From an optimization exercise on the open Yosys and OpenROAD flow, aimed at small area, a short achievable clock period and few clock cycles per item; shortcuts taken in it are not production practice.
In this exercise RTL edits were held to simulation tests only and were not proved equivalent to the original.
No activity file was given, so power comes from the tool's default toggle rates.

File: flow/design.v
module MUL_radix_4 (
  input clock, reset,
  input flush,
  output in_ready,
  input in_valid,
  input [1:0] in_sign,
  input [31:0] in_a, in_b,
  input out_ready,
  output out_valid,
  output [63:0] out_prod
);
  reg v0, v1, v2;
  reg full;               
  wire en2 = ~v2 | out_ready;
  wire en1 = ~v1 | en2;
  wire en0 = ~v0 | en1;
  assign in_ready = ~full | out_ready;
  assign out_valid = v2;
  wire kill = reset | flush;
  wire v0n = ~kill & (en0 ? in_valid : v0);
  wire v1n = ~kill & (en1 ? v0 : v1);
  wire v2n = ~kill & (en2 ? v1 : v2);
  always @(posedge clock) begin
    v0 <= v0n;
    v1 <= v1n;
    v2 <= v2n;
    full <= v0n & v1n & v2n;
  end
  wire sa_in = in_sign[1] & in_a[31];
  wire sb_in = in_sign[0] & in_b[31];
  wire [34:0] ae_in = {{3{sa_in}}, in_a};
  wire [34:0] ae2_in = {ae_in[33:0], 1'b0};
  wire [34:0] a3_in;
  wire [34:0] tg0 = ae_in & ae2_in, tp0 = ae_in ^ ae2_in;
  wire tG1 = tg0[1] | (tp0[1] & tg0[0]); wire tP1 = tp0[1] & tp0[0];
  wire tG2 = tg0[3] | (tp0[3] & tg0[2]); wire tP2 = tp0[3] & tp0[2];
  wire tG3 = tg0[5] | (tp0[5] & tg0[4]); wire tP3 = tp0[5] & tp0[4];
  wire tG4 = tg0[7] | (tp0[7] & tg0[6]); wire tP4 = tp0[7] & tp0[6];
  wire tG5 = tg0[9] | (tp0[9] & tg0[8]); wire tP5 = tp0[9] & tp0[8];
  wire tG6 = tg0[11] | (tp0[11] & tg0[10]); wire tP6 = tp0[11] & tp0[10];
  wire tG7 = tg0[13] | (tp0[13] & tg0[12]); wire tP7 = tp0[13] & tp0[12];
  wire tG8 = tg0[15] | (tp0[15] & tg0[14]); wire tP8 = tp0[15] & tp0[14];
  wire tG9 = tg0[17] | (tp0[17] & tg0[16]); wire tP9 = tp0[17] & tp0[16];
  wire tG10 = tg0[19] | (tp0[19] & tg0[18]); wire tP10 = tp0[19] & tp0[18];
  wire tG11 = tg0[21] | (tp0[21] & tg0[20]); wire tP11 = tp0[21] & tp0[20];
  wire tG12 = tg0[23] | (tp0[23] & tg0[22]); wire tP12 = tp0[23] & tp0[22];
  wire tG13 = tg0[25] | (tp0[25] & tg0[24]); wire tP13 = tp0[25] & tp0[24];
  wire tG14 = tg0[27] | (tp0[27] & tg0[26]); wire tP14 = tp0[27] & tp0[26];
  wire tG15 = tg0[29] | (tp0[29] & tg0[28]); wire tP15 = tp0[29] & tp0[28];
  wire tG16 = tg0[31] | (tp0[31] & tg0[30]); wire tP16 = tp0[31] & tp0[30];
  wire tG17 = tg0[33] | (tp0[33] & tg0[32]); wire tP17 = tp0[33] & tp0[32];
  wire tG18 = tg0[2] | (tp0[2] & tG1); wire tP18 = tp0[2] & tP1;
  wire tG19 = tG2 | (tP2 & tG1); wire tP19 = tP2 & tP1;
  wire tG20 = tg0[6] | (tp0[6] & tG3); wire tP20 = tp0[6] & tP3;
  wire tG21 = tG4 | (tP4 & tG3); wire tP21 = tP4 & tP3;
  wire tG22 = tg0[10] | (tp0[10] & tG5); wire tP22 = tp0[10] & tP5;
  wire tG23 = tG6 | (tP6 & tG5); wire tP23 = tP6 & tP5;
  wire tG24 = tg0[14] | (tp0[14] & tG7); wire tP24 = tp0[14] & tP7;
  wire tG25 = tG8 | (tP8 & tG7); wire tP25 = tP8 & tP7;
  wire tG26 = tg0[18] | (tp0[18] & tG9); wire tP26 = tp0[18] & tP9;
  wire tG27 = tG10 | (tP10 & tG9); wire tP27 = tP10 & tP9;
  wire tG28 = tg0[22] | (tp0[22] & tG11); wire tP28 = tp0[22] & tP11;
  wire tG29 = tG12 | (tP12 & tG11); wire tP29 = tP12 & tP11;
  wire tG30 = tg0[26] | (tp0[26] & tG13); wire tP30 = tp0[26] & tP13;
  wire tG31 = tG14 | (tP14 & tG13); wire tP31 = tP14 & tP13;
  wire tG32 = tg0[30] | (tp0[30] & tG15); wire tP32 = tp0[30] & tP15;
  wire tG33 = tG16 | (tP16 & tG15); wire tP33 = tP16 & tP15;
  wire tG34 = tg0[34] | (tp0[34] & tG17); wire tP34 = tp0[34] & tP17;
  wire tG35 = tg0[4] | (tp0[4] & tG19); wire tP35 = tp0[4] & tP19;
  wire tG36 = tG3 | (tP3 & tG19); wire tP36 = tP3 & tP19;
  wire tG37 = tG20 | (tP20 & tG19); wire tP37 = tP20 & tP19;
  wire tG38 = tG21 | (tP21 & tG19); wire tP38 = tP21 & tP19;
  wire tG39 = tg0[12] | (tp0[12] & tG23); wire tP39 = tp0[12] & tP23;
  wire tG40 = tG7 | (tP7 & tG23); wire tP40 = tP7 & tP23;
  wire tG41 = tG24 | (tP24 & tG23); wire tP41 = tP24 & tP23;
  wire tG42 = tG25 | (tP25 & tG23); wire tP42 = tP25 & tP23;
  wire tG43 = tg0[20] | (tp0[20] & tG27); wire tP43 = tp0[20] & tP27;
  wire tG44 = tG11 | (tP11 & tG27); wire tP44 = tP11 & tP27;
  wire tG45 = tG28 | (tP28 & tG27); wire tP45 = tP28 & tP27;
  wire tG46 = tG29 | (tP29 & tG27); wire tP46 = tP29 & tP27;
  wire tG47 = tg0[28] | (tp0[28] & tG31); wire tP47 = tp0[28] & tP31;
  wire tG48 = tG15 | (tP15 & tG31); wire tP48 = tP15 & tP31;
  wire tG49 = tG32 | (tP32 & tG31); wire tP49 = tP32 & tP31;
  wire tG50 = tG33 | (tP33 & tG31); wire tP50 = tP33 & tP31;
  wire tG51 = tg0[8] | (tp0[8] & tG38); wire tP51 = tp0[8] & tP38;
  wire tG52 = tG5 | (tP5 & tG38); wire tP52 = tP5 & tP38;
  wire tG53 = tG22 | (tP22 & tG38); wire tP53 = tP22 & tP38;
  wire tG54 = tG23 | (tP23 & tG38); wire tP54 = tP23 & tP38;
  wire tG55 = tG39 | (tP39 & tG38); wire tP55 = tP39 & tP38;
  wire tG56 = tG40 | (tP40 & tG38); wire tP56 = tP40 & tP38;
  wire tG57 = tG41 | (tP41 & tG38); wire tP57 = tP41 & tP38;
  wire tG58 = tG42 | (tP42 & tG38); wire tP58 = tP42 & tP38;
  wire tG59 = tg0[24] | (tp0[24] & tG46); wire tP59 = tp0[24] & tP46;
  wire tG60 = tG13 | (tP13 & tG46); wire tP60 = tP13 & tP46;
  wire tG61 = tG30 | (tP30 & tG46); wire tP61 = tP30 & tP46;
  wire tG62 = tG31 | (tP31 & tG46); wire tP62 = tP31 & tP46;
  wire tG63 = tG47 | (tP47 & tG46); wire tP63 = tP47 & tP46;
  wire tG64 = tG48 | (tP48 & tG46); wire tP64 = tP48 & tP46;
  wire tG65 = tG49 | (tP49 & tG46); wire tP65 = tP49 & tP46;
  wire tG66 = tG50 | (tP50 & tG46); wire tP66 = tP50 & tP46;
  wire tG67 = tg0[16] | (tp0[16] & tG58); wire tP67 = tp0[16] & tP58;
  wire tG68 = tG9 | (tP9 & tG58); wire tP68 = tP9 & tP58;
  wire tG69 = tG26 | (tP26 & tG58); wire tP69 = tP26 & tP58;
  wire tG70 = tG27 | (tP27 & tG58); wire tP70 = tP27 & tP58;
  wire tG71 = tG43 | (tP43 & tG58); wire tP71 = tP43 & tP58;
  wire tG72 = tG44 | (tP44 & tG58); wire tP72 = tP44 & tP58;
  wire tG73 = tG45 | (tP45 & tG58); wire tP73 = tP45 & tP58;
  wire tG74 = tG46 | (tP46 & tG58); wire tP74 = tP46 & tP58;
  wire tG75 = tG59 | (tP59 & tG58); wire tP75 = tP59 & tP58;
  wire tG76 = tG60 | (tP60 & tG58); wire tP76 = tP60 & tP58;
  wire tG77 = tG61 | (tP61 & tG58); wire tP77 = tP61 & tP58;
  wire tG78 = tG62 | (tP62 & tG58); wire tP78 = tP62 & tP58;
  wire tG79 = tG63 | (tP63 & tG58); wire tP79 = tP63 & tP58;
  wire tG80 = tG64 | (tP64 & tG58); wire tP80 = tP64 & tP58;
  wire tG81 = tG65 | (tP65 & tG58); wire tP81 = tP65 & tP58;
  wire tG82 = tG66 | (tP66 & tG58); wire tP82 = tP66 & tP58;
  wire tG83 = tg0[32] | (tp0[32] & tG82); wire tP83 = tp0[32] & tP82;
  wire tG84 = tG17 | (tP17 & tG82); wire tP84 = tP17 & tP82;
  wire tG85 = tG34 | (tP34 & tG82); wire tP85 = tP34 & tP82;
  assign a3_in = {tp0[34] ^ tG84, tp0[33] ^ tG83, tp0[32] ^ tG82, tp0[31] ^ tG81, tp0[30] ^ tG80, tp0[29] ^ tG79, tp0[28] ^ tG78, tp0[27] ^ tG77, tp0[26] ^ tG76, tp0[25] ^ tG75, tp0[24] ^ tG74, tp0[23] ^ tG73, tp0[22] ^ tG72, tp0[21] ^ tG71, tp0[20] ^ tG70, tp0[19] ^ tG69, tp0[18] ^ tG68, tp0[17] ^ tG67, tp0[16] ^ tG58, tp0[15] ^ tG57, tp0[14] ^ tG56, tp0[13] ^ tG55, tp0[12] ^ tG54, tp0[11] ^ tG53, tp0[10] ^ tG52, tp0[9] ^ tG51, tp0[8] ^ tG38, tp0[7] ^ tG37, tp0[6] ^ tG36, tp0[5] ^ tG35, tp0[4] ^ tG19, tp0[3] ^ tG18, tp0[2] ^ tG1, tp0[1] ^ tg0[0], tp0[0]};
  wire [35:0] bx_in = {{3{sb_in}}, in_b, 1'b0};    
  reg [32:0] a;           
  reg [34:0] a3;          
  reg [10:0] neg, sel1, sel2, sel3, sel4;
  wire [10:0] neg_in, sel1_in, sel2_in, sel3_in, sel4_in;
  genvar j;
  generate for (j = 0; j < 11; j = j + 1) begin : g_rec
    wire x3 = bx_in[3*j+3], x2 = bx_in[3*j+2], x1 = bx_in[3*j+1], x0 = bx_in[3*j];
    wire y2 = x2 ^ x3, y1 = x1 ^ x3, y0 = x0 ^ x3;
    assign neg_in[j] = x3;
    assign sel1_in[j] = ~y2 & (y1 ^ y0);
    assign sel2_in[j] = (~y2 & y1 & y0) | (y2 & ~y1 & ~y0);
    assign sel3_in[j] = y2 & (y1 ^ y0);
    assign sel4_in[j] = y2 & y1 & y0;
  end endgenerate
  always @(posedge clock) begin
    if (en0) begin
      a <= ae_in[32:0];
      a3 <= a3_in;
      neg <= neg_in;
      sel1 <= sel1_in;
      sel2 <= sel2_in;
      sel3 <= sel3_in;
      sel4 <= sel4_in;
    end
  end
  wire [34:0] m1 = {{2{a[32]}}, a};
  wire [34:0] m2 = {a[32], a, 1'b0};
  wire [34:0] m4 = {a, 2'b0};
  wire [34:0] pp [0:10];
  generate for (j = 0; j < 11; j = j + 1) begin : g_pp
    assign pp[j] = (({35{sel1[j]}} & m1) | ({35{sel2[j]}} & m2) |
                    ({35{sel3[j]}} & a3) | ({35{sel4[j]}} & m4)) ^ {35{neg[j]}};
  end endgenerate
  wire s1, k2;
  wire s3, k4;
  wire s5, k6;
  wire s7, k8;
  wire s9, k10;
  wire s11, k12;
  wire s13, k14;
  wire s15, k16;
  wire s17, k18;
  wire s19, k20;
  wire s21, k22;
  wire s23, k24;
  wire s25, k26;
  wire s27, k28;
  wire s29, k30;
  wire s31, k32;
  wire s33, k34;
  wire s35, k36;
  wire s37, k38;
  wire s39, k40;
  wire s41, k42;
  wire s43, k44;
  wire s45, k46;
  wire s47, k48;
  wire s49, k50;
  wire s51, k52;
  wire s53, k54;
  wire s55, k56;
  wire s57, k58;
  wire s59, k60;
  wire s61, k62;
  wire s63, k64;
  wire s65, k66;
  wire s67, k68;
  wire s69, k70;
  wire s71, k72;
  wire s73, k74;
  wire s75, k76;
  wire s77, k78;
  wire s79, k80;
  wire s81, k82;
  wire s83, k84;
  wire s85, k86;
  wire s87, k88;
  wire s89, k90;
  wire s91, k92;
  wire s93, k94;
  wire s95, k96;
  wire s97, k98;
  wire s99, k100;
  wire s101, k102;
  wire s103, k104;
  wire s105, k106;
  wire s107, k108;
  wire s109, k110;
  wire s111, k112;
  wire s113, k114;
  wire s115, k116;
  wire s117, k118;
  wire s119, k120;
  wire s121, k122;
  wire s123, k124;
  wire s125, k126;
  wire s127, k128;
  wire s129, k130;
  wire s131, k132;
  wire s133, k134;
  wire s135, k136;
  wire s137, k138;
  wire s139, k140;
  wire s141, k142;
  wire s143, k144;
  wire s145, k146;
  wire s147, k148;
  wire s149, k150;
  wire s151, k152;
  wire s153, k154;
  wire s155, k156;
  wire s157, k158;
  wire s159, k160;
  wire s161, k162;
  wire s163, k164;
  wire s165, k166;
  wire s167, k168;
  wire s169, k170;
  wire s171, k172;
  wire s173, k174;
  wire s175, k176;
  wire s177, k178;
  wire s179, k180;
  wire s181, k182;
  wire s183, k184;
  wire s185, k186;
  wire s187, k188;
  wire s189, k190;
  wire s191, k192;
  wire s193, k194;
  wire s195, k196;
  wire s197, k198;
  wire s199, k200;
  wire s201, k202;
  wire s203, k204;
  wire s205, k206;
  wire s207, k208;
  wire s209, k210;
  wire s211, k212;
  wire s213, k214;
  wire s215, k216;
  wire s217, k218;
  wire s219, k220;
  wire s221, k222;
  wire s223, k224;
  wire s225, k226;
  wire s227, k228;
  wire s229, k230;
  wire s231, k232;
  wire s233, k234;
  wire s235, k236;
  wire s237, k238;
  wire s239, k240;
  wire s241, k242;
  wire s243, k244;
  wire s245, k246;
  wire s247, k248;
  wire s249, k250;
  wire s251, k252;
  wire s253, k254;
  wire s255, k256;
  wire s257, k258;
  wire s259, k260;
  wire s261, k262;
  wire s263, k264;
  wire s265, k266;
  wire s267, k268;
  wire s269, k270;
  wire s271, k272;
  wire s273, k274;
  wire s275, k276;
  wire s277, k278;
  wire s279, k280;
  wire s281, k282;
  wire s283, k284;
  wire s285, k286;
  wire s287, k288;
  wire s289, k290;
  wire s291, k292;
  wire s293, k294;
  wire s295, k296;
  wire s297, k298;
  wire s299, k300;
  wire s301, k302;
  wire s303, k304;
  wire s305, k306;
  wire s307, k308;
  wire s309, k310;
  wire s311, k312;
  wire s313, k314;
  wire s315, k316;
  wire s317, k318;
  wire s319, k320;
  wire s321, k322;
  wire s323, k324;
  wire s325, k326;
  wire s327, k328;
  wire s329, k330;
  wire s331, k332;
  wire s333, k334;
  wire s335, k336;
  wire s337, k338;
  wire s339, k340;
  wire s341, k342;
  wire s343, k344;
  wire s345, k346;
  wire s347, k348;
  wire s349, k350;
  wire s351, k352;
  wire s353, k354;
  wire s355, k356;
  wire s357, k358;
  wire s359, k360;
  wire s361, k362;
  wire s363, k364;
  wire s365, k366;
  wire s367, k368;
  wire s369, k370;
  wire s371, k372;
  wire s373, k374;
  wire s375, k376;
  wire s377, k378;
  wire s379, k380;
  wire s381, k382;
  wire s383, k384;
  wire s385, k386;
  wire s387, k388;
  wire s389, k390;
  wire s391, k392;
  wire s393, k394;
  wire s395, k396;
  wire s397, k398;
  wire s399, k400;
  wire s401, k402;
  wire s403, k404;
  wire s405, k406;
  wire s407, k408;
  wire s409, k410;
  wire s411, k412;
  wire s413, k414;
  wire s415, k416;
  wire s417, k418;
  wire s419, k420;
  wire s421, k422;
  wire s423, k424;
  wire s425, k426;
  wire s427, k428;
  wire s429, k430;
  wire s431, k432;
  wire s433, k434;
  wire s435, k436;
  wire s437, k438;
  wire s439, k440;
  wire s441, k442;
  wire s443, k444;
  wire s445, k446;
  wire s447, k448;
  wire s449, k450;
  wire s451, k452;
  wire s453, k454;
  wire s455, k456;
  wire s457, k458;
  wire s459, k460;
  wire s461, k462;
  wire s463, k464;
  wire s465, k466;
  wire s467, k468;
  wire s469, k470;
  wire s471, k472;
  wire s473, k474;
  wire s475, k476;
  wire s477, k478;
  wire s479, k480;
  wire s481, k482;
  wire s483, k484;
  wire s485, k486;
  wire s487, k488;
  wire s489, k490;
  wire s491, k492;
  wire s493, k494;
  wire s495, k496;
  wire s497, k498;
  wire s499, k500;
  wire s501, k502;
  wire s503, k504;
  wire s505, k506;
  wire s507, k508;
  wire s509, k510;
  wire s511, k512;
  wire s513, k514;
  wire s515, k516;
  wire s517, k518;
  wire s519, k520;
  wire s521, k522;
  wire s523, k524;
  wire s525, k526;
  wire s527, k528;
  wire s529, k530;
  wire s531, k532;
  wire s533, k534;
  wire s535, k536;
  wire s537, k538;
  wire s539, k540;
  wire s541, k542;
  wire s543, k544;
  wire s545, k546;
  wire s547, k548;
  wire s549, k550;
  wire s551, k552;
  wire s553, k554;
  wire s555, k556;
  wire s557, k558;
  wire s559, k560;
  wire s561, k562;
  wire s563, k564;
  wire s565, k566;
  wire s567, k568;
  wire s569, k570;
  wire s571, k572;
  wire s573, k574;
  wire s575, k576;
  wire s577, k578;
  wire s579, k580;
  wire s581, k582;
  wire s583, k584;
  wire s585, k586;
  wire s587, k588;
  wire s589, k590;
  wire s591, k592;
  wire s593, k594;
  wire s595, k596;
  wire s597, k598;
  wire s599, k600;
  wire s601, k602;
  wire s603, k604;
  wire s605, k606;
  wire s607, k608;
  wire s609, k610;
  wire s611, k612;
  wire s613, k614;
  wire s615, k616;
  wire s617, k618;
  wire s619, k620;
  mul_ha us1 (neg[1], pp[0][3], s1, k2);
  mul_ha us3 (pp[0][4], pp[1][1], s3, k4);
  mul_ha us5 (pp[0][5], pp[1][2], s5, k6);
  mul_ha us7 (neg[2], pp[0][6], s7, k8);
  mul_fa us9 (pp[1][3], pp[2][0], k6, s9, k10);
  mul_ha us11 (pp[0][7], pp[1][4], s11, k12);
  mul_fa us13 (pp[2][1], k8, s11, s13, k14);
  mul_ha us15 (pp[0][8], pp[1][5], s15, k16);
  mul_fa us17 (pp[2][2], k12, s15, s17, k18);
  mul_ha us19 (neg[3], pp[0][9], s19, k20);
  mul_fa us21 (pp[1][6], pp[2][3], pp[3][0], s21, k22);
  mul_fa us23 (k16, s19, s21, s23, k24);
  mul_ha us25 (pp[0][10], pp[1][7], s25, k26);
  mul_fa us27 (pp[2][4], pp[3][1], k20, s27, k28);
  mul_fa us29 (s25, k22, s27, s29, k30);
  mul_ha us31 (pp[0][11], pp[1][8], s31, k32);
  mul_fa us33 (pp[2][5], pp[3][2], k26, s33, k34);
  mul_fa us35 (s31, k28, s33, s35, k36);
  mul_ha us37 (neg[4], pp[0][12], s37, k38);
  mul_fa us39 (pp[1][9], pp[2][6], pp[3][3], s39, k40);
  mul_fa us41 (pp[4][0], k32, s37, s41, k42);
  mul_fa us43 (s39, k34, s41, s43, k44);
  mul_ha us45 (pp[0][13], pp[1][10], s45, k46);
  mul_fa us47 (pp[2][7], pp[3][4], pp[4][1], s47, k48);
  mul_fa us49 (k38, s45, k40, s49, k50);
  mul_fa us51 (s47, k42, s49, s51, k52);
  mul_ha us53 (pp[0][14], pp[1][11], s53, k54);
  mul_fa us55 (pp[2][8], pp[3][5], pp[4][2], s55, k56);
  mul_fa us57 (k46, s53, k48, s57, k58);
  mul_fa us59 (s55, k50, s57, s59, k60);
  mul_ha us61 (neg[5], pp[0][15], s61, k62);
  mul_fa us63 (pp[1][12], pp[2][9], pp[3][6], s63, k64);
  mul_fa us65 (pp[4][3], pp[5][0], k54, s65, k66);
  mul_fa us67 (s61, k56, s63, s67, k68);
  mul_fa us69 (k58, s65, s67, s69, k70);
  mul_ha us71 (pp[0][16], pp[1][13], s71, k72);
  mul_fa us73 (pp[2][10], pp[3][7], pp[4][4], s73, k74);
  mul_fa us75 (pp[5][1], k62, s71, s75, k76);
  mul_fa us77 (k64, s73, k66, s77, k78);
  mul_fa us79 (s75, k68, s77, s79, k80);
  mul_ha us81 (pp[0][17], pp[1][14], s81, k82);
  mul_fa us83 (pp[2][11], pp[3][8], pp[4][5], s83, k84);
  mul_fa us85 (pp[5][2], k72, s81, s85, k86);
  mul_fa us87 (k74, s83, k76, s87, k88);
  mul_fa us89 (s85, k78, s87, s89, k90);
  mul_ha us91 (neg[6], pp[0][18], s91, k92);
  mul_fa us93 (pp[1][15], pp[2][12], pp[3][9], s93, k94);
  mul_fa us95 (pp[4][6], pp[5][3], pp[6][0], s95, k96);
  mul_fa us97 (k82, s91, k84, s97, k98);
  mul_fa us99 (s93, s95, k86, s99, k100);
  mul_fa us101 (s97, k88, s99, s101, k102);
  mul_ha us103 (pp[0][19], pp[1][16], s103, k104);
  mul_fa us105 (pp[2][13], pp[3][10], pp[4][7], s105, k106);
  mul_fa us107 (pp[5][4], pp[6][1], k92, s107, k108);
  mul_fa us109 (s103, k94, k96, s109, k110);
  mul_fa us111 (s105, k98, s107, s111, k112);
  mul_fa us113 (s109, k100, s111, s113, k114);
  mul_ha us115 (pp[0][20], pp[1][17], s115, k116);
  mul_fa us117 (pp[2][14], pp[3][11], pp[4][8], s117, k118);
  mul_fa us119 (pp[5][5], pp[6][2], k104, s119, k120);
  mul_fa us121 (s115, k106, s117, s121, k122);
  mul_fa us123 (k108, k110, s119, s123, k124);
  mul_fa us125 (s121, k112, s123, s125, k126);
  mul_ha us127 (neg[7], pp[0][21], s127, k128);
  mul_fa us129 (pp[1][18], pp[2][15], pp[3][12], s129, k130);
  mul_fa us131 (pp[4][9], pp[5][6], pp[6][3], s131, k132);
  mul_fa us133 (pp[7][0], k116, s127, s133, k134);
  mul_fa us135 (k118, s129, s131, s135, k136);
  mul_fa us137 (k120, s133, k122, s137, k138);
  mul_fa us139 (s135, k124, s137, s139, k140);
  mul_ha us141 (pp[0][22], pp[1][19], s141, k142);
  mul_fa us143 (pp[2][16], pp[3][13], pp[4][10], s143, k144);
  mul_fa us145 (pp[5][7], pp[6][4], pp[7][1], s145, k146);
  mul_fa us147 (k128, s141, k130, s147, k148);
  mul_fa us149 (k132, s143, s145, s149, k150);
  mul_fa us151 (k134, k136, s147, s151, k152);
  mul_fa us153 (s149, k138, s151, s153, k154);
  mul_ha us155 (pp[0][23], pp[1][20], s155, k156);
  mul_fa us157 (pp[2][17], pp[3][14], pp[4][11], s157, k158);
  mul_fa us159 (pp[5][8], pp[6][5], pp[7][2], s159, k160);
  mul_fa us161 (k142, s155, k144, s161, k162);
  mul_fa us163 (k146, s157, s159, s163, k164);
  mul_fa us165 (k148, k150, s161, s165, k166);
  mul_fa us167 (s163, k152, s165, s167, k168);
  mul_ha us169 (neg[8], pp[0][24], s169, k170);
  mul_fa us171 (pp[1][21], pp[2][18], pp[3][15], s171, k172);
  mul_fa us173 (pp[4][12], pp[5][9], pp[6][6], s173, k174);
  mul_fa us175 (pp[7][3], pp[8][0], k156, s175, k176);
  mul_fa us177 (s169, k158, k160, s177, k178);
  mul_fa us179 (s171, s173, k162, s179, k180);
  mul_fa us181 (s175, k164, s177, s181, k182);
  mul_fa us183 (k166, s179, s181, s183, k184);
  mul_fa us185 (pp[0][25], pp[1][22], pp[2][19], s185, k186);
  mul_fa us187 (pp[3][16], pp[4][13], pp[5][10], s187, k188);
  mul_fa us189 (pp[6][7], pp[7][4], pp[8][1], s189, k190);
  mul_fa us191 (k170, k172, k174, s191, k192);
  mul_fa us193 (s185, s187, s189, s193, k194);
  mul_fa us195 (k176, k178, s191, s195, k196);
  mul_fa us197 (s193, k180, k182, s197, k198);
  mul_ha us199 (pp[0][26], pp[1][23], s199, k200);
  mul_fa us201 (pp[2][20], pp[3][17], pp[4][14], s201, k202);
  mul_fa us203 (pp[5][11], pp[6][8], pp[7][5], s203, k204);
  mul_fa us205 (pp[8][2], s199, k186, s205, k206);
  mul_fa us207 (k188, k190, s201, s207, k208);
  mul_fa us209 (s203, k192, k194, s209, k210);
  mul_fa us211 (s205, s207, k196, s211, k212);
  mul_ha us213 (neg[9], pp[0][27], s213, k214);
  mul_fa us215 (pp[1][24], pp[2][21], pp[3][18], s215, k216);
  mul_fa us217 (pp[4][15], pp[5][12], pp[6][9], s217, k218);
  mul_fa us219 (pp[7][6], pp[8][3], pp[9][0], s219, k220);
  mul_fa us221 (k200, s213, k202, s221, k222);
  mul_fa us223 (k204, s215, s217, s223, k224);
  mul_fa us225 (s219, k206, k208, s225, k226);
  mul_fa us227 (s221, s223, k210, s227, k228);
  mul_ha us229 (pp[0][28], pp[1][25], s229, k230);
  mul_fa us231 (pp[2][22], pp[3][19], pp[4][16], s231, k232);
  mul_fa us233 (pp[5][13], pp[6][10], pp[7][7], s233, k234);
  mul_fa us235 (pp[8][4], pp[9][1], k214, s235, k236);
  mul_fa us237 (s229, k216, k218, s237, k238);
  mul_fa us239 (k220, s231, s233, s239, k240);
  mul_fa us241 (k222, s235, k224, s241, k242);
  mul_fa us243 (s237, s239, k226, s243, k244);
  mul_ha us245 (pp[0][29], pp[1][26], s245, k246);
  mul_fa us247 (pp[2][23], pp[3][20], pp[4][17], s247, k248);
  mul_fa us249 (pp[5][14], pp[6][11], pp[7][8], s249, k250);
  mul_fa us251 (pp[8][5], pp[9][2], k230, s251, k252);
  mul_fa us253 (s245, k232, k234, s253, k254);
  mul_fa us255 (s247, s249, k236, s255, k256);
  mul_fa us257 (k238, s251, k240, s257, k258);
  mul_fa us259 (s253, s255, k242, s259, k260);
  mul_ha us261 (neg[10], pp[0][30], s261, k262);
  mul_fa us263 (pp[1][27], pp[2][24], pp[3][21], s263, k264);
  mul_fa us265 (pp[4][18], pp[5][15], pp[6][12], s265, k266);
  mul_fa us267 (pp[7][9], pp[8][6], pp[9][3], s267, k268);
  mul_fa us269 (pp[10][0], k246, s261, s269, k270);
  mul_fa us271 (k248, k250, s263, s271, k272);
  mul_fa us273 (s265, s267, k252, s273, k274);
  mul_fa us275 (k254, s269, s271, s275, k276);
  mul_fa us277 (k256, s273, k258, s277, k278);
  mul_ha us279 (pp[0][31], pp[1][28], s279, k280);
  mul_fa us281 (pp[2][25], pp[3][22], pp[4][19], s281, k282);
  mul_fa us283 (pp[5][16], pp[6][13], pp[7][10], s283, k284);
  mul_fa us285 (pp[8][7], pp[9][4], pp[10][1], s285, k286);
  mul_fa us287 (k262, s279, k264, s287, k288);
  mul_fa us289 (k266, k268, s281, s289, k290);
  mul_fa us291 (s283, s285, k270, s291, k292);
  mul_fa us293 (k272, s287, s289, s293, k294);
  mul_fa us295 (k274, s291, k276, s295, k296);
  mul_ha us297 (pp[0][32], pp[1][29], s297, k298);
  mul_fa us299 (pp[2][26], pp[3][23], pp[4][20], s299, k300);
  mul_fa us301 (pp[5][17], pp[6][14], pp[7][11], s301, k302);
  mul_fa us303 (pp[8][8], pp[9][5], pp[10][2], s303, k304);
  mul_fa us305 (k280, s297, k282, s305, k306);
  mul_fa us307 (k284, k286, s299, s307, k308);
  mul_fa us309 (s301, s303, k288, s309, k310);
  mul_fa us311 (k290, s305, s307, s311, k312);
  mul_fa us313 (k292, s309, k294, s313, k314);
  mul_ha us315 (pp[0][33], pp[1][30], s315, k316);
  mul_fa us317 (pp[2][27], pp[3][24], pp[4][21], s317, k318);
  mul_fa us319 (pp[5][18], pp[6][15], pp[7][12], s319, k320);
  mul_fa us321 (pp[8][9], pp[9][6], pp[10][3], s321, k322);
  mul_fa us323 (k298, s315, k300, s323, k324);
  mul_fa us325 (k302, k304, s317, s325, k326);
  mul_fa us327 (s319, s321, k306, s327, k328);
  mul_fa us329 (k308, s323, s325, s329, k330);
  mul_fa us331 (k310, s327, k312, s331, k332);
  mul_ha us333 (pp[1][31], pp[2][28], s333, k334);
  mul_fa us335 (pp[3][25], pp[4][22], pp[5][19], s335, k336);
  mul_fa us337 (pp[6][16], pp[7][13], pp[8][10], s337, k338);
  mul_fa us339 (pp[9][7], pp[10][4], pp[0][34], s339, k340);
  mul_fa us341 (k316, s333, k318, s341, k342);
  mul_fa us343 (k320, k322, s335, s343, k344);
  mul_fa us345 (s337, s339, k324, s345, k346);
  mul_fa us347 (k326, s341, s343, s347, k348);
  mul_fa us349 (k328, s345, k330, s349, k350);
  mul_ha us351 (pp[2][29], pp[3][26], s351, k352);
  mul_fa us353 (pp[4][23], pp[5][20], pp[6][17], s353, k354);
  mul_fa us355 (pp[7][14], pp[8][11], pp[9][8], s355, k356);
  mul_fa us357 (pp[10][5], ~pp[0][34], ~pp[1][32], s357, k358);
  mul_fa us359 (k334, s351, k336, s359, k360);
  mul_fa us361 (k338, k340, s353, s361, k362);
  mul_fa us363 (s355, s357, k342, s363, k364);
  mul_fa us365 (k344, s359, s361, s365, k366);
  mul_fa us367 (k346, s363, k348, s367, k368);
  mul_ha us369 (pp[2][30], pp[3][27], s369, k370);
  mul_fa us371 (pp[4][24], pp[5][21], pp[6][18], s371, k372);
  mul_fa us373 (pp[7][15], pp[8][12], pp[9][9], s373, k374);
  mul_fa us375 (pp[10][6], pp[1][32], ~pp[1][33], s375, k376);
  mul_fa us377 (k352, s369, k354, s377, k378);
  mul_fa us379 (k356, k358, s371, s379, k380);
  mul_fa us381 (s373, s375, k360, s381, k382);
  mul_fa us383 (k362, s377, s379, s383, k384);
  mul_fa us385 (k364, s381, k366, s385, k386);
  mul_ha us387 (~pp[1][34], pp[2][31], s387, k388);
  mul_fa us389 (pp[3][28], pp[4][25], pp[5][22], s389, k390);
  mul_fa us391 (pp[6][19], pp[7][16], pp[8][13], s391, k392);
  mul_fa us393 (pp[9][10], pp[10][7], pp[1][33], s393, k394);
  mul_fa us395 (k370, s387, k372, s395, k396);
  mul_fa us397 (k374, k376, s389, s397, k398);
  mul_fa us399 (s391, s393, k378, s399, k400);
  mul_fa us401 (k380, s395, s397, s401, k402);
  mul_fa us403 (k382, s399, k384, s403, k404);
  mul_ha us405 (pp[3][29], pp[4][26], s405, k406);
  mul_fa us407 (pp[5][23], pp[6][20], pp[7][17], s407, k408);
  mul_fa us409 (pp[8][14], pp[9][11], pp[10][8], s409, k410);
  mul_fa us411 (~pp[2][32], k388, s405, s411, k412);
  mul_fa us413 (k390, k392, k394, s413, k414);
  mul_fa us415 (s407, s409, k396, s415, k416);
  mul_fa us417 (s411, k398, s413, s417, k418);
  mul_fa us419 (k400, s415, k402, s419, k420);
  mul_ha us421 (pp[3][30], pp[4][27], s421, k422);
  mul_fa us423 (pp[5][24], pp[6][21], pp[7][18], s423, k424);
  mul_fa us425 (pp[8][15], pp[9][12], pp[10][9], s425, k426);
  mul_fa us427 (pp[2][32], ~pp[2][33], k406, s427, k428);
  mul_fa us429 (s421, k408, k410, s429, k430);
  mul_fa us431 (s423, s425, k412, s431, k432);
  mul_fa us433 (k414, s427, s429, s433, k434);
  mul_fa us435 (k416, s431, k418, s435, k436);
  mul_ha us437 (~pp[2][34], pp[3][31], s437, k438);
  mul_fa us439 (pp[4][28], pp[5][25], pp[6][22], s439, k440);
  mul_fa us441 (pp[7][19], pp[8][16], pp[9][13], s441, k442);
  mul_fa us443 (pp[10][10], pp[2][33], k422, s443, k444);
  mul_fa us445 (s437, k424, k426, s445, k446);
  mul_fa us447 (s439, s441, k428, s447, k448);
  mul_fa us449 (k430, s443, s445, s449, k450);
  mul_fa us451 (k432, s447, k434, s451, k452);
  mul_ha us453 (pp[4][29], pp[5][26], s453, k454);
  mul_fa us455 (pp[6][23], pp[7][20], pp[8][17], s455, k456);
  mul_fa us457 (pp[9][14], pp[10][11], ~pp[3][32], s457, k458);
  mul_fa us459 (k438, s453, k440, s459, k460);
  mul_fa us461 (k442, s455, s457, s461, k462);
  mul_fa us463 (k444, k446, s459, s463, k464);
  mul_fa us465 (s461, k448, k450, s465, k466);
  mul_fa us467 (pp[4][30], pp[5][27], pp[6][24], s467, k468);
  mul_fa us469 (pp[7][21], pp[8][18], pp[9][15], s469, k470);
  mul_fa us471 (pp[10][12], pp[3][32], ~pp[3][33], s471, k472);
  mul_fa us473 (k454, k456, k458, s473, k474);
  mul_fa us475 (s467, s469, s471, s475, k476);
  mul_fa us477 (k460, k462, s473, s477, k478);
  mul_fa us479 (s475, k464, s477, s479, k480);
  mul_fa us481 (~pp[3][34], pp[4][31], pp[5][28], s481, k482);
  mul_fa us483 (pp[6][25], pp[7][22], pp[8][19], s483, k484);
  mul_fa us485 (pp[9][16], pp[10][13], pp[3][33], s485, k486);
  mul_fa us487 (k468, k470, k472, s487, k488);
  mul_fa us489 (s481, s483, s485, s489, k490);
  mul_fa us491 (k474, k476, s487, s491, k492);
  mul_fa us493 (s489, k478, s491, s493, k494);
  mul_fa us495 (pp[5][29], pp[6][26], pp[7][23], s495, k496);
  mul_fa us497 (pp[8][20], pp[9][17], pp[10][14], s497, k498);
  mul_fa us499 (~pp[4][32], k482, k484, s499, k500);
  mul_fa us501 (k486, s495, s497, s501, k502);
  mul_fa us503 (k488, k490, s499, s503, k504);
  mul_fa us505 (s501, k492, s503, s505, k506);
  mul_fa us507 (pp[5][30], pp[6][27], pp[7][24], s507, k508);
  mul_fa us509 (pp[8][21], pp[9][18], pp[10][15], s509, k510);
  mul_fa us511 (pp[4][32], ~pp[4][33], k496, s511, k512);
  mul_fa us513 (k498, s507, s509, s513, k514);
  mul_fa us515 (k500, k502, s511, s515, k516);
  mul_fa us517 (s513, k504, s515, s517, k518);
  mul_fa us519 (~pp[4][34], pp[5][31], pp[6][28], s519, k520);
  mul_fa us521 (pp[7][25], pp[8][22], pp[9][19], s521, k522);
  mul_fa us523 (pp[10][16], pp[4][33], k508, s523, k524);
  mul_fa us525 (k510, s519, s521, s525, k526);
  mul_fa us527 (k512, k514, s523, s527, k528);
  mul_fa us529 (s525, k516, s527, s529, k530);
  mul_fa us531 (pp[6][29], pp[7][26], pp[8][23], s531, k532);
  mul_fa us533 (pp[9][20], pp[10][17], ~pp[5][32], s533, k534);
  mul_fa us535 (k520, k522, s531, s535, k536);
  mul_fa us537 (s533, k524, k526, s537, k538);
  mul_fa us539 (s535, k528, s537, s539, k540);
  mul_fa us541 (pp[6][30], pp[7][27], pp[8][24], s541, k542);
  mul_fa us543 (pp[9][21], pp[10][18], pp[5][32], s543, k544);
  mul_fa us545 (~pp[5][33], k532, k534, s545, k546);
  mul_fa us547 (s541, s543, k536, s547, k548);
  mul_fa us549 (s545, k538, s547, s549, k550);
  mul_fa us551 (~pp[5][34], pp[6][31], pp[7][28], s551, k552);
  mul_fa us553 (pp[8][25], pp[9][22], pp[10][19], s553, k554);
  mul_fa us555 (pp[5][33], k542, k544, s555, k556);
  mul_fa us557 (s551, s553, k546, s557, k558);
  mul_fa us559 (s555, k548, s557, s559, k560);
  mul_fa us561 (pp[7][29], pp[8][26], pp[9][23], s561, k562);
  mul_fa us563 (pp[10][20], ~pp[6][32], k552, s563, k564);
  mul_fa us565 (k554, s561, k556, s565, k566);
  mul_fa us567 (s563, k558, s565, s567, k568);
  mul_fa us569 (pp[7][30], pp[8][27], pp[9][24], s569, k570);
  mul_fa us571 (pp[10][21], pp[6][32], ~pp[6][33], s571, k572);
  mul_fa us573 (k562, s569, s571, s573, k574);
  mul_fa us575 (k564, s573, k566, s575, k576);
  mul_fa us577 (~pp[6][34], pp[7][31], pp[8][28], s577, k578);
  mul_fa us579 (pp[9][25], pp[10][22], pp[6][33], s579, k580);
  mul_fa us581 (k570, k572, s577, s581, k582);
  mul_fa us583 (s579, k574, s581, s583, k584);
  mul_fa us585 (pp[8][29], pp[9][26], pp[10][23], s585, k586);
  mul_fa us587 (~pp[7][32], k578, k580, s587, k588);
  mul_fa us589 (s585, k582, s587, s589, k590);
  mul_fa us591 (pp[8][30], pp[9][27], pp[10][24], s591, k592);
  mul_fa us593 (pp[7][32], ~pp[7][33], k586, s593, k594);
  mul_fa us595 (s591, k588, s593, s595, k596);
  mul_fa us597 (~pp[7][34], pp[8][31], pp[9][28], s597, k598);
  mul_fa us599 (pp[10][25], pp[7][33], k592, s599, k600);
  mul_fa us601 (s597, k594, s599, s601, k602);
  mul_fa us603 (pp[9][29], pp[10][26], ~pp[8][32], s603, k604);
  mul_fa us605 (k598, s603, k600, s605, k606);
  mul_fa us607 (pp[9][30], pp[10][27], pp[8][32], s607, k608);
  mul_fa us609 (~pp[8][33], k604, s607, s609, k610);
  mul_fa us611 (~pp[8][34], pp[9][31], pp[10][28], s611, k612);
  mul_fa us613 (pp[8][33], k608, s611, s613, k614);
  mul_fa us615 (pp[10][29], ~pp[9][32], k612, s615, k616);
  mul_fa us617 (pp[10][30], pp[9][32], ~pp[9][33], s617, k618);
  mul_fa us619 (~pp[9][34], pp[10][31], pp[9][33], s619, k620);
  reg [63:0] c0, c1, c2;
  always @(posedge clock) begin
    if (en1) begin
      c0[0] <= pp[0][0];
      c1[0] <= neg[0];
      c0[1] <= pp[0][1];
      c0[2] <= pp[0][2];
      c0[3] <= pp[1][0];
      c1[3] <= s1;
      c0[4] <= k2;
      c1[4] <= s3;
      c0[5] <= k4;
      c1[5] <= s5;
      c0[6] <= s7;
      c1[6] <= s9;
      c0[7] <= k10;
      c1[7] <= s13;
      c0[8] <= k14;
      c1[8] <= s17;
      c0[9] <= k18;
      c1[9] <= s23;
      c0[10] <= k24;
      c1[10] <= s29;
      c0[11] <= k30;
      c1[11] <= s35;
      c0[12] <= k36;
      c1[12] <= s43;
      c0[13] <= k44;
      c1[13] <= s51;
      c0[14] <= k52;
      c1[14] <= s59;
      c0[15] <= k60;
      c1[15] <= s69;
      c0[16] <= k70;
      c1[16] <= s79;
      c0[17] <= k80;
      c1[17] <= s89;
      c0[18] <= k90;
      c1[18] <= s101;
      c0[19] <= k102;
      c1[19] <= s113;
      c0[20] <= k114;
      c1[20] <= s125;
      c0[21] <= k126;
      c1[21] <= s139;
      c0[22] <= k140;
      c1[22] <= s153;
      c0[23] <= k154;
      c1[23] <= s167;
      c0[24] <= k168;
      c1[24] <= s183;
      c0[25] <= s195;
      c1[25] <= k184;
      c2[25] <= s197;
      c0[26] <= s209;
      c1[26] <= k198;
      c2[26] <= s211;
      c0[27] <= s225;
      c1[27] <= k212;
      c2[27] <= s227;
      c0[28] <= s241;
      c1[28] <= k228;
      c2[28] <= s243;
      c0[29] <= s257;
      c1[29] <= k244;
      c2[29] <= s259;
      c0[30] <= s275;
      c1[30] <= k260;
      c2[30] <= s277;
      c0[31] <= s293;
      c1[31] <= k278;
      c2[31] <= s295;
      c0[32] <= s311;
      c1[32] <= k296;
      c2[32] <= s313;
      c0[33] <= s329;
      c1[33] <= k314;
      c2[33] <= s331;
      c0[34] <= s347;
      c1[34] <= k332;
      c2[34] <= s349;
      c0[35] <= s365;
      c1[35] <= k350;
      c2[35] <= s367;
      c0[36] <= s383;
      c1[36] <= k368;
      c2[36] <= s385;
      c0[37] <= s401;
      c1[37] <= k386;
      c2[37] <= s403;
      c0[38] <= s417;
      c1[38] <= k404;
      c2[38] <= s419;
      c0[39] <= s433;
      c1[39] <= k420;
      c2[39] <= s435;
      c0[40] <= s449;
      c1[40] <= k436;
      c2[40] <= s451;
      c0[41] <= s463;
      c1[41] <= k452;
      c2[41] <= s465;
      c0[42] <= k466;
      c1[42] <= s479;
      c0[43] <= k480;
      c1[43] <= s493;
      c0[44] <= k494;
      c1[44] <= s505;
      c0[45] <= k506;
      c1[45] <= s517;
      c0[46] <= k518;
      c1[46] <= s529;
      c0[47] <= k530;
      c1[47] <= s539;
      c0[48] <= k540;
      c1[48] <= s549;
      c0[49] <= k550;
      c1[49] <= s559;
      c0[50] <= k560;
      c1[50] <= s567;
      c0[51] <= k568;
      c1[51] <= s575;
      c0[52] <= k576;
      c1[52] <= s583;
      c0[53] <= k584;
      c1[53] <= s589;
      c0[54] <= k590;
      c1[54] <= s595;
      c0[55] <= k596;
      c1[55] <= s601;
      c0[56] <= k602;
      c1[56] <= s605;
      c0[57] <= k606;
      c1[57] <= s609;
      c0[58] <= k610;
      c1[58] <= s613;
      c0[59] <= k614;
      c1[59] <= s615;
      c0[60] <= k616;
      c1[60] <= s617;
      c0[61] <= k618;
      c1[61] <= s619;
      c0[62] <= k620;
      c1[62] <= ~pp[10][32];
      c0[63] <= pp[10][32];
      c1[63] <= ~pp[10][33];
    end
  end
  wire [63:0] r0 = {c0[63], c0[62], c0[61], c0[60], c0[59], c0[58], c0[57], c0[56], c0[55], c0[54], c0[53], c0[52], c0[51], c0[50], c0[49], c0[48], c0[47], c0[46], c0[45], c0[44], c0[43], c0[42], c0[41], c0[40], c0[39], c0[38], c0[37], c0[36], c0[35], c0[34], c0[33], c0[32], c0[31], c0[30], c0[29], c0[28], c0[27], c0[26], c0[25], c0[24], c0[23], c0[22], c0[21], c0[20], c0[19], c0[18], c0[17], c0[16], c0[15], c0[14], c0[13], c0[12], c0[11], c0[10], c0[9], c0[8], c0[7], c0[6], c0[5], c0[4], c0[3], c0[2], c0[1], c0[0]};
  wire [63:0] r1 = {c1[63], c1[62], c1[61], c1[60], c1[59], c1[58], c1[57], c1[56], c1[55], c1[54], c1[53], c1[52], c1[51], c1[50], c1[49], c1[48], c1[47], c1[46], c1[45], c1[44], c1[43], c1[42], c1[41], c1[40], c1[39], c1[38], c1[37], c1[36], c1[35], c1[34], c1[33], c1[32], c1[31], c1[30], c1[29], c1[28], c1[27], c1[26], c1[25], c1[24], c1[23], c1[22], c1[21], c1[20], c1[19], c1[18], c1[17], c1[16], c1[15], c1[14], c1[13], c1[12], c1[11], c1[10], c1[9], c1[8], c1[7], c1[6], c1[5], c1[4], c1[3], 1'b0, 1'b0, c1[0]};
  wire [63:0] r2 = {1'b0, 1'b0, 1'b0, 1'b0, 1'b0, 1'b0, 1'b0, 1'b0, 1'b0, 1'b0, 1'b0, 1'b0, 1'b0, 1'b0, 1'b0, 1'b0, 1'b0, 1'b0, 1'b0, 1'b0, 1'b0, 1'b0, c2[41], c2[40], c2[39], c2[38], c2[37], c2[36], c2[35], c2[34], c2[33], c2[32], c2[31], c2[30], c2[29], c2[28], c2[27], c2[26], c2[25], 1'b0, 1'b0, 1'b0, 1'b0, 1'b0, 1'b0, 1'b0, 1'b0, 1'b0, 1'b0, 1'b0, 1'b0, 1'b0, 1'b0, 1'b0, 1'b0, 1'b0, 1'b0, 1'b0, 1'b0, 1'b0, 1'b0, 1'b0, 1'b0, 1'b0};
  wire s621, k622;
  wire s623, k624;
  wire s625, k626;
  wire s627, k628;
  wire s629, k630;
  wire s631, k632;
  wire s633, k634;
  wire s635, k636;
  wire s637, k638;
  wire s639, k640;
  wire s641, k642;
  wire s643, k644;
  wire s645, k646;
  wire s647, k648;
  wire s649, k650;
  wire s651, k652;
  wire s653, k654;
  wire s655, k656;
  wire s657, k658;
  wire s659, k660;
  wire s661, k662;
  wire s663, k664;
  wire s665, k666;
  wire s667, k668;
  wire s669, k670;
  wire s671, k672;
  wire s673, k674;
  wire s675, k676;
  wire s677, k678;
  wire s679, k680;
  wire s681, k682;
  wire s683, k684;
  wire s685, k686;
  wire s687, k688;
  wire s689, k690;
  wire s691, k692;
  wire s693, k694;
  wire s695, k696;
  wire s697, k698;
  mul_ha us621 (c0[25], c1[25], s621, k622);
  mul_fa us623 (c0[26], c1[26], c2[26], s623, k624);
  mul_fa us625 (c0[27], c1[27], c2[27], s625, k626);
  mul_fa us627 (c0[28], c1[28], c2[28], s627, k628);
  mul_fa us629 (c0[29], c1[29], c2[29], s629, k630);
  mul_fa us631 (c0[30], c1[30], c2[30], s631, k632);
  mul_fa us633 (c0[31], c1[31], c2[31], s633, k634);
  mul_fa us635 (c0[32], c1[32], c2[32], s635, k636);
  mul_fa us637 (c0[33], c1[33], c2[33], s637, k638);
  mul_fa us639 (c0[34], c1[34], c2[34], s639, k640);
  mul_fa us641 (c0[35], c1[35], c2[35], s641, k642);
  mul_fa us643 (c0[36], c1[36], c2[36], s643, k644);
  mul_fa us645 (c0[37], c1[37], c2[37], s645, k646);
  mul_fa us647 (c0[38], c1[38], c2[38], s647, k648);
  mul_fa us649 (c0[39], c1[39], c2[39], s649, k650);
  mul_fa us651 (c0[40], c1[40], c2[40], s651, k652);
  mul_fa us653 (c0[41], c1[41], c2[41], s653, k654);
  mul_ha us655 (c0[42], c1[42], s655, k656);
  mul_ha us657 (c0[43], c1[43], s657, k658);
  mul_ha us659 (c0[44], c1[44], s659, k660);
  mul_ha us661 (c0[45], c1[45], s661, k662);
  mul_ha us663 (c0[46], c1[46], s663, k664);
  mul_ha us665 (c0[47], c1[47], s665, k666);
  mul_ha us667 (c0[48], c1[48], s667, k668);
  mul_ha us669 (c0[49], c1[49], s669, k670);
  mul_ha us671 (c0[50], c1[50], s671, k672);
  mul_ha us673 (c0[51], c1[51], s673, k674);
  mul_ha us675 (c0[52], c1[52], s675, k676);
  mul_ha us677 (c0[53], c1[53], s677, k678);
  mul_ha us679 (c0[54], c1[54], s679, k680);
  mul_ha us681 (c0[55], c1[55], s681, k682);
  mul_ha us683 (c0[56], c1[56], s683, k684);
  mul_ha us685 (c0[57], c1[57], s685, k686);
  mul_ha us687 (c0[58], c1[58], s687, k688);
  mul_ha us689 (c0[59], c1[59], s689, k690);
  mul_ha us691 (c0[60], c1[60], s691, k692);
  mul_ha us693 (c0[61], c1[61], s693, k694);
  mul_ha us695 (c0[62], c1[62], s695, k696);
  mul_ha us697 (c0[63], c1[63], s697, k698);
  wire [63:0] ra = {k696, k694, k692, k690, k688, k686, k684, k682, k680, k678, k676, k674, k672, k670, k668, k666, k664, k662, k660, k658, k656, k654, k652, k650, k648, k646, k644, k642, k640, k638, k636, k634, k632, k630, k628, k626, k624, k622, c2[25], c0[24], c0[23], c0[22], c0[21], c0[20], c0[19], c0[18], c0[17], c0[16], c0[15], c0[14], c0[13], c0[12], c0[11], c0[10], c0[9], c0[8], c0[7], c0[6], c0[5], c0[4], c0[3], c0[2], c0[1], c0[0]};
  wire [63:0] rb = {s697, s695, s693, s691, s689, s687, s685, s683, s681, s679, s677, s675, s673, s671, s669, s667, s665, s663, s661, s659, s657, s655, s653, s651, s649, s647, s645, s643, s641, s639, s637, s635, s633, s631, s629, s627, s625, s623, s621, c1[24], c1[23], c1[22], c1[21], c1[20], c1[19], c1[18], c1[17], c1[16], c1[15], c1[14], c1[13], c1[12], c1[11], c1[10], c1[9], c1[8], c1[7], c1[6], c1[5], c1[4], c1[3], 1'b0, 1'b0, c1[0]};
  wire [63:0] sum = ra + rb;
  reg [63:0] prod;
  always @(posedge clock) begin
    if (en2) prod <= sum;
  end
  assign out_prod = prod;
endmodule
module mul_fa (input x, y, z, output s, c);
  assign s = x ^ y ^ z;
  assign c = (x & y) | (x & z) | (y & z);
endmodule
module mul_ha (input x, y, output s, c);
  assign s = x ^ y;
  assign c = x & y;
endmodule
File: flow/flow/run.sh
#!/bin/bash
# The standard layout (standard.sh, unchanged synthesis), with the port buffers that
# buffer_ports inserts made plain buf_2 cells instead of its default delay-cell choice.
set -euo pipefail
echo 'export BUFFER_PORTS_ARGS = -buffer_cell sky130_fd_sc_hd__buf_2' >> config.mk
bash standard.sh > standard.log 2>&1
File: flow/standard.sh
#!/bin/bash
# synth_recipe.tcl (not shown) runs the flow's synth.tcl, then flattens the netlist and writes it again
# the make line also repeats each setting of config.mk as NAME=value (left out here)
make -C /OpenROAD-flow-scripts/flow DESIGN_CONFIG=/design/flow/config.mk WORK_HOME=/design/flow/orfs CLKGATE_MAP_FILE= SYNTH_SCRIPT=/design/flow/synth_recipe.tcl "${@:-finish}"
File: flow/config.mk
export PLATFORM = sky130hd
export DESIGN_NAME = MUL_radix_4
export DESIGN_NICKNAME = MUL_radix_4
export VERILOG_FILES = /design/flow/design.v
export SDC_FILE = /design/flow/constraint.sdc
export NUM_CORES = 4
export LEC_CHECK = 0
export CAP_MARGIN = 20
export CORE_MARGIN = 2
export CORE_UTILIZATION = 40
export SETUP_SLACK_MARGIN = 4.3
export SLEW_MARGIN = 20
export SYNTH_HIERARCHICAL = 1
export TNS_END_PERCENT = 10
export BUFFER_PORTS_ARGS = -buffer_cell sky130_fd_sc_hd__buf_2
File: flow/constraint.sdc
create_clock -name core_clock -period 8.0 [get_ports {clock}]
set_input_delay 1.6000 -clock core_clock [delete_from_list [all_inputs] [get_ports {clock}]]
set_output_delay 1.6000 -clock core_clock [all_outputs]
set_load 0.01 [all_outputs]
==> summary.txt, run 1 <==
GRT
  – Grt total ovfl: 0
  – Vias in the first global route: 27600
  – Overall routing resource usage: 27.6%
  – Initial antenna violation count: 4
  – First-pass GRT wire length: 181000 µm
  – Largest net degree at the start of global routing: 84

Critical path
  – Critical path peak fanout: 33
  – R2R Setup Slk: 4220 ps
  – CP required: 8270 ps
  – CP Class: reg2reg
  – CP arrival: 4060 ps
  – CP startpoint kind: register
  – Worst Setup End Kind: register

Final layout
  – Leading cell type in the layout, fill and taps excluded: xnor2_1
  – Non-Filler Instances: 4114
  – Multi-input gate area: 22200 µm²
  – FF+latch area: 9930 µm²
  – Nets: 3521
  – Share of layout cells above drive strength 1: 15.9%
  – Area delta synth->final: 11.5%
  – Most frequent cells in the layout: xnor2_1, a22o_1, edfxtp_1, a221oi_1, fa_1
  – FILL cells: 7649

Clocking
  – Root buffer cell: clkbuf_16
  – Clk sinks: 332
  – H-tree depth: 2
  – Clock-pin transition on the worst setup and hold timing paths: 60 ps
  – CTS buffer count: 39
  – Clock Path Buffers: 3
  – Skew-Pair Late Insertion Delay: 590 ps
  – Hold_buf cts: 0
  – TritonCTS clock tree: yes

Yosys
  – Post-synth ARST share: 0%
  – FF+latch count, synth: 332
  – Primary FF master, synth: edfxtp_1
  – Netlist cell types: 70
  – Number of synthesized flops with an enable pin: 328
  – Sequential-to-total area share from yosys stat: 29.6%
  – Top cells by area, synth: edfxtp_1, fa_1, xnor2_1, a221oi_1, a22o_1
  – Mapped Nets: 3576
  – Post-synth top area cell: edfxtp_1
  – Share of the synthesized area in the top cell type: 29.4%
  – Syn Inst Count: 3058
  – Post-synthesis cell area: 33500 µm²
  – Yosys warns: 7
  – Mean post-synth cell area: 11.0 µm²

Status
  – Status: finished clean

Timing
  – Final TNS setup: 0 ps
  – Setup Viol. Count Final: 0
  – RSZ-0062 raised after global routing: true
  – Fin crit share: 47.3%
  – Hold_ws: 542 ps
  – Skew final: 39.8 ps
  – Worst slew pin tran: 1010 ps
  – Min Tclk post-route: 3780 ps
  – Worst slew margin: 32.4%
  – Final Slew Violations: 0
  – Fin. Hold Viols: 0
  – Fmax: 264 MHz

Power and ir drop
  – P per Cell Area: 464 nW/µm²
  – Leak pwr: 13.8 nW
  – Total power: 17.3 mW
  – Peak VDD IR: 0.237 mV

Floorplan
  – Die area: 86100 µm²
  – Die H: 293 µm
  – Ports: 137
  – Placement Rows: 106
  – Initial Utilization: 40.2%
  – Die Wd: 293 µm
  – Core Region: 83300 µm²

Place
  – GP Congestion: 0.920
  – # port buffers: 136
  – Post-detail-place hpwl: 76700 µm
  – Dpl cells: 3954

Route
  – Via count: 27600
  – Post-Route WL: 121000 µm
  – Via density: 6.72
  – Drt drc: 0
  – Antenna-violating nets left: 0
  – Routed WL per cell: 29.4 µm
  – DR iter-0 viols: 3571
  – DRT Pass-1 Iters: 6

Job
  – Max-cap violations: 0

Hold path
  – Hold Crit Class: reg2reg
routing by layer:
metal	wire length (µm)	GRT usage, %	vias up
li1	-	-	11500
met1	48500	37.5	13700
met2	51000	40.6	2071
met3	16600	9.92	415
met4	4940	9.56	2
met5	18	0	-
worst paths after layout:
kind	from	endpoint	depth (start not counted)
worst max-delay path	sel4[2]$_DFFE_PN_	c1[23]$_DFFE_PN_	8
worst min-delay path	c1[0]$_DFFE_PN_	prod[0]$_DFFE_PN_	1
worst max register to register	sel4[2]$_DFFE_PN_	c1[23]$_DFFE_PN_	8
worst min register to register	c1[0]$_DFFE_PN_	prod[0]$_DFFE_PN_	1
sequential cells by signal, summed over array words and instances (netlist names):
signal,cells
sel3,11
v2,1
sel2,11
c0,64
a,31
sel1,11
c1,62
v0,1
c2,17
v1,1
sel4,11
neg,11
prod,64
a3,35
full,1
Yosys cell counts, drive strengths merged, types with 4 or more instances:
library cell	n
nor2b	22
a31oi	15
o21a	7
nand4	21
a21boi	4
nand2b	23
a22oi	34
nor3	12
and3	10
o21bai	18
o211ai	6
o31ai	5
a222oi	11
fa	292
clkbuf	395
xnor2	421
dfxtp	4
or4b	10
nand4b	9
nand2	97
a22o	331
nand3b	10
a21o	32
o21ai	80
ha	155
a221oi	335
inv	54
a211oi	7
edfxtp	328
a21oi	89
nor2	58
o41ai	10
and2	9
buf	21
xor2	69
nand3	23
worst max-delay path, cell delays in order (launching register included):
cell and delay, ps:
edfxtp_1 320, buf_4 440, a22o_1 230, a221oi_2 50
xnor2_1 360, fa_1 530, fa_1 480, fa_1 570
fa_1 490
logic make-up (layout without fill, tap and decap cells):
| group | after synthesis | after routing | share of synthesized area (%) |
|---|---|---|---|
| compound gates | 1006 | 1006 | 24.1 |
| xor+xnor | 490 | 490 | 12.8 |
| buf+inv | 470 | 444 | 5.33 |
| fa+ha+maj | 447 | 447 | 23.2 |
| flops | 332 | 332 | 29.6 |
| simple gates | 313 | 313 | 4.84 |
| other cells | 0 | 2 | 0 |
repair_timing:
item	in CTS	in global routing
setup buffers	80	8
resized for setup	42	92
setup endpoints to repair	75	73
pin swaps	18	22
per-module statistics from Yosys (local to each module, per instance):
module	flip-flops and latches	times used	cell area, µm²	cells inside
mul_fa	0	288	20.0	1
mul_ha	0	61	12.5	1
MUL_radix_4	332	1	27000	2709
report_power, final:
group	total (mW)	leakage (nW)	switching (mW)	internal, mW
Combinational	12.0	9.64	7.13	4.85
Clock	1.81	0.631	0.760	1.04
Sequential	3.55	3.57	0.237	3.31
through the flow:
stage	cell area, µm²	setup slack, ps	util, %
final	37400	4220	44.8
after global placement	34700	2850	41.7
after detailed placement	34700	2880	41.7
after global routing	37400	4170	44.8
after CTS	36900	4240	44.3
after floorplan	33500	3620	-
cell type report:
cell class / count / area share (%)
Inverter: 54 / 0.553
Antenna cell: 2 / 0.0134
Clock inverter: 25 / 0.663
Multi-Input combinational cell: 2256 / 59.5
Tap cell: 1080 / 3.62
Sequential cell: 332 / 26.6
Clock buffer: 45 / 2.79
Timing Repair Buffer: 320 / 6.25
Testbench counts, summed over its fixed seeds: cycles 536, items 512.
==> inputs of run 2 (changes only) <==
--- a/flow/config.mk
+++ b/flow/config.mk
@@ -7,7 +7,7 @@
 export LEC_CHECK = 0
 export CAP_MARGIN = 20
 export CORE_MARGIN = 2
-export CORE_UTILIZATION = 40
+export CORE_UTILIZATION = 32
 export SETUP_SLACK_MARGIN = 4.3
 export SLEW_MARGIN = 20
 export SYNTH_HIERARCHICAL = 1
==> run 2 against run 1 <==
Critical endpoint is now c2[29]$_DFFE_PN_. Worst setup slack better by 46 ps. Non-clock buffer count decreased by 3. Power is 1.9% lower. Largest cell class unchanged. Routed wire length is 4.8% lower. Synthesized cell count is the same. Sequential power barely moved. Clock-buffer cell count is the same. Critical path depth unchanged. Area after synthesis did not move.
==> summary.txt, run 2 <==
Status
  – Status: finished clean (unchanged)

Timing
  – Skew final: 26.9 ps (was 39.8 ps)
  – Final TNS setup: 0 ps (unchanged)
  – RSZ-0062 raised after global routing: true (unchanged)
  – Fin. Hold Viols: 0 (unchanged)
  – Slack of the critical path: 4260 ps (was 4220 ps)
  – Min Tclk post-route: 3740 ps (was 3780 ps)
  – Fin crit share: 46.7% (was 47.3%)
  – Setup Viol. Count Final: 0 (unchanged)
  – Fmax: 268 MHz (was 264 MHz)
  – Final Slew Violations: 0 (unchanged)
  – Hold_ws: 510 ps (was 542 ps)
  – Worst slew pin tran: 979 ps (was 1010 ps)
  – Worst slew margin: 34.7% (was 32.4%)

Yosys
  – Yosys warns: 7 (unchanged)
  – Synth cell count leaders: xnor2_1, clkbuf_1, a221oi_1 (unchanged)
  – Count leader, synth: xnor2_1 (unchanged)
  – Primary FF master, synth: edfxtp_1 (unchanged)
  – Top cells by area, synth: edfxtp_1, fa_1, xnor2_1, a221oi_1, a22o_1 (unchanged)
  – FF+latch count, synth: 332 (unchanged)
  – Syn Inst Count: 3058 (unchanged)
  – Post-synth ARST share: 0% (unchanged)
  – Number of synthesized flops with an enable pin: 328 (unchanged)
  – Sequential-to-total area share from yosys stat: 29.6% (unchanged)
  – Mean post-synth cell area: 11.0 µm² (unchanged)
  – Netlist cell types: 70 (unchanged)
  – Post-synth top area cell: edfxtp_1 (unchanged)
  – Post-synthesis cell area: 33500 µm² (unchanged)
  – Mapped Nets: 3576 (unchanged)
  – Share of the synthesized area in the top cell type: 29.4% (unchanged)

Clocking
  – TritonCTS clock tree: yes (unchanged)
  – Skew-Pair Late Insertion Delay: 590 ps (about the same)
  – Clk sinks: 332 (unchanged)
  – Root buffer cell: clkbuf_16 (unchanged)
  – Clock-pin transition on the worst setup and hold timing paths: 60 ps (about the same)
  – Hold_buf cts: 0 (unchanged)
  – H-tree depth: 2 (unchanged)
  – Clock Path Buffers: 3 (unchanged)
  – CTS buffer count: 38 (was 39)

Floorplan
  – Die H: 328 µm (was 293 µm)
  – Core Region: 104000 µm² (was 83300 µm²)
  – Initial Utilization: 32.3% (was 40.2%)
  – Ports: 137 (unchanged)
  – Placement Rows: 118 (was 106)
  – Die area: 107000 µm² (was 86100 µm²)
  – Die Wd: 328 µm (was 293 µm)

GRT
  – Initial antenna violation count: 8 (was 4)
  – Overall routing resource usage: 20.8% (was 27.6%)
  – Largest net degree at the start of global routing: 74 (was 84)
  – Grt total ovfl: 0 (unchanged)
  – Vias in the first global route: 26300 (was 27600)
  – First-pass GRT wire length: 172000 µm (was 181000 µm)

Power and ir drop
  – Peak VDD IR: 0.275 mV (was 0.237 mV)
  – P per Cell Area: 450 nW/µm² (was 464 nW/µm²)
  – Leak pwr: 13.8 nW (about the same)

Route
  – DRT Pass-1 Iters: 6 (unchanged)
  – Via count: 26900 (was 27600)
  – Post-Route WL: 115000 µm (was 121000 µm)
  – Routed WL per cell: 26.2 µm (was 29.4 µm)
  – DR iter-0 viols: 3508 (was 3571)
  – Antenna-violating nets left: 0 (unchanged)
  – Via density: 6.11 (was 6.72)
  – Drt drc: 0 (unchanged)

Final layout
  – Non-Filler Instances: 4410 (was 4114)
  – Most frequent cells in the layout: xnor2_1, a22o_1, edfxtp_1, a221oi_1, fa_1 (unchanged)
  – Post-layout instance area: 37800 µm² (was 37400 µm²)
  – Nets: 3517 (was 3521)
  – Top Registers: c0: 64 flops, prod: 64 flops, c1: 62 flops (unchanged)
  – Share of layout cells above drive strength 1: 15.9% (about the same)
  – Area delta synth->final: 12.8% (was 11.5%)
  – FILL cells: 10200 (was 7649)
  – Leading cell type in the layout, fill and taps excluded: xnor2_1 (unchanged)

Place
  – Dpl cells: 4252 (was 3954)
  – Post-detail-place hpwl: 75600 µm (was 76700 µm)
  – DP Worst Slack: 2780 ps (was 2880 ps)
  – GP Congestion: 0.904 (was 0.920)
  – Dpl cell area: 35100 µm² (was 34700 µm²)
  – # port buffers: 136 (unchanged)

Critical path
  – Worst Setup End Kind: register (unchanged)
  – CP arrival: 4040 ps (was 4060 ps)
  – CP required: 8300 ps (was 8270 ps)
  – CP Class: reg2reg (unchanged)
  – Critical path peak fanout: 35 (was 33)
  – Worst r2r src: sel3[1]$_DFFE_PN_ (was sel4[2]$_DFFE_PN_)
  – Worst setup path start: sel3[1]$_DFFE_PN_ (was sel4[2]$_DFFE_PN_)
  – CP startpoint kind: register (unchanged)

Hold path
  – Min-delay src: neg[0]$_DFFE_PN_ (was c1[0]$_DFFE_PN_)
  – Hold Crit Class: reg2reg (unchanged)

Job
  – Max-cap violations: 0 (unchanged)
## run 2: cell counts after synthesis
No cell type changed its count.
## run 2: what timing repair did
| item | CTS | global route |
|---|---|---|
| resized for setup | 28 | 112 |
| pin swaps | 9 | 28 |
| setup buffers | 65 | 22 |
| endpoints found under the setup margin | 75 | 77 |
## run 2: worst paths after layout
check	end	slack, ps	cells after the start
min reg2reg	c1[0]$_DFFE_PN_	510	0
min	c1[0]$_DFFE_PN_	510	0
max reg2reg	c2[29]$_DFFE_PN_	4260	8
max	c2[29]$_DFFE_PN_	4260	8
## run 2: cell families after synthesis
group / synth area share (%)
AND/OR/NAND/NOR: 4.84
adder cells (fa/ha/maj): 23.2
XOR/XNOR: 12.8
flip-flops: 29.6
AO/OA/AOI/OAI: 24.1
buffers and inverters: 5.33
## run 2: layout make-up
cell class	count	area [µm²]	area share, %
Timing Repair Buffer	317	2300	6.09
Inverter	54	206	0.546
Antenna cell	3	7.51	0.0199
Tap cell	1380	1730	4.57
Sequential cell	332	9930	26.3
Multi-Input combinational cell	2256	22300	59.0
Clock buffer	45	1010	2.67
Clock inverter	23	325	0.861
## run 2: per-module statistics from Yosys (local to each module, per instance)
module / cell area, µm² / copies in the design
MUL_radix_4: 27000 / 1
mul_fa: 20.0 / 288
mul_ha: 12.5 / 61
## run 2: worst max-delay path, stage by stage (launching register included)
cell      delay (ps)
edfxtp_1         350
buf_4            280
a22o_1           290
a221oi_1         300
xnor2_1          190
fa_1             500
fa_1             550
fa_1             460
fa_1             510
## run 2: layer usage
metal	vias to the layer above	routed length, µm	track usage (%)
li1	11500	-	-
met1	13400	46400	27.9
met2	1703	50500	32.2
met3	398	13600	6.07
met4	2	4800	6.78
met5	-	13	0
## run 2: per-stage QoR
step	total power, mW	utilization (%)
floorplan	10.8	-
global placement	14.4	33.8
detailed placement	14.6	33.8
CTS	16.6	35.8
global route	18.2	36.5
finish	17.0	36.5
## run 2: power breakdown
group	switching (mW)	internal (mW)
clock network	0.746	1.14
logic	6.76	4.78
registers	0.265	3.31
total	7.77	9.23

static timing again, ports no longer ideal:
In the flow no input, the clock included, has a driving cell. The finished layouts below were timed again as built, in two steps. Step 1 assumes that a clkbuf_16 drives the clock port and a buf_2 every other input. Step 2 moves the port delays by t, midway between the first and last clock arrival at a register: inputs arrive t later, outputs are due t later. That takes back most of the time a late clock gives input paths. a / b / c = no drivers / after step 1 / after step 2; a / b = the first two.
| run | t, ns | slack for setup (ns) | hold slack, ns | worst slew at a driven data input, ns | cell pins on the clock port's net |
|---|---|---|---|---|---|
| run 1 | 0.643 | 4.217 / 4.217 / 3.644 | 0.542 / 0.542 / 0.542 | 0.11 | 1 |
| run 2 | 0.647 | 4.262 / 4.262 / 3.686 | 0.510 / 0.510 / 0.510 | 0.13 | 1 |
After both steps every run listed still meets setup and hold. The setup slack of run 2, which loses most, moves by 0.000 ns with the drivers and by -0.576 ns with both steps.
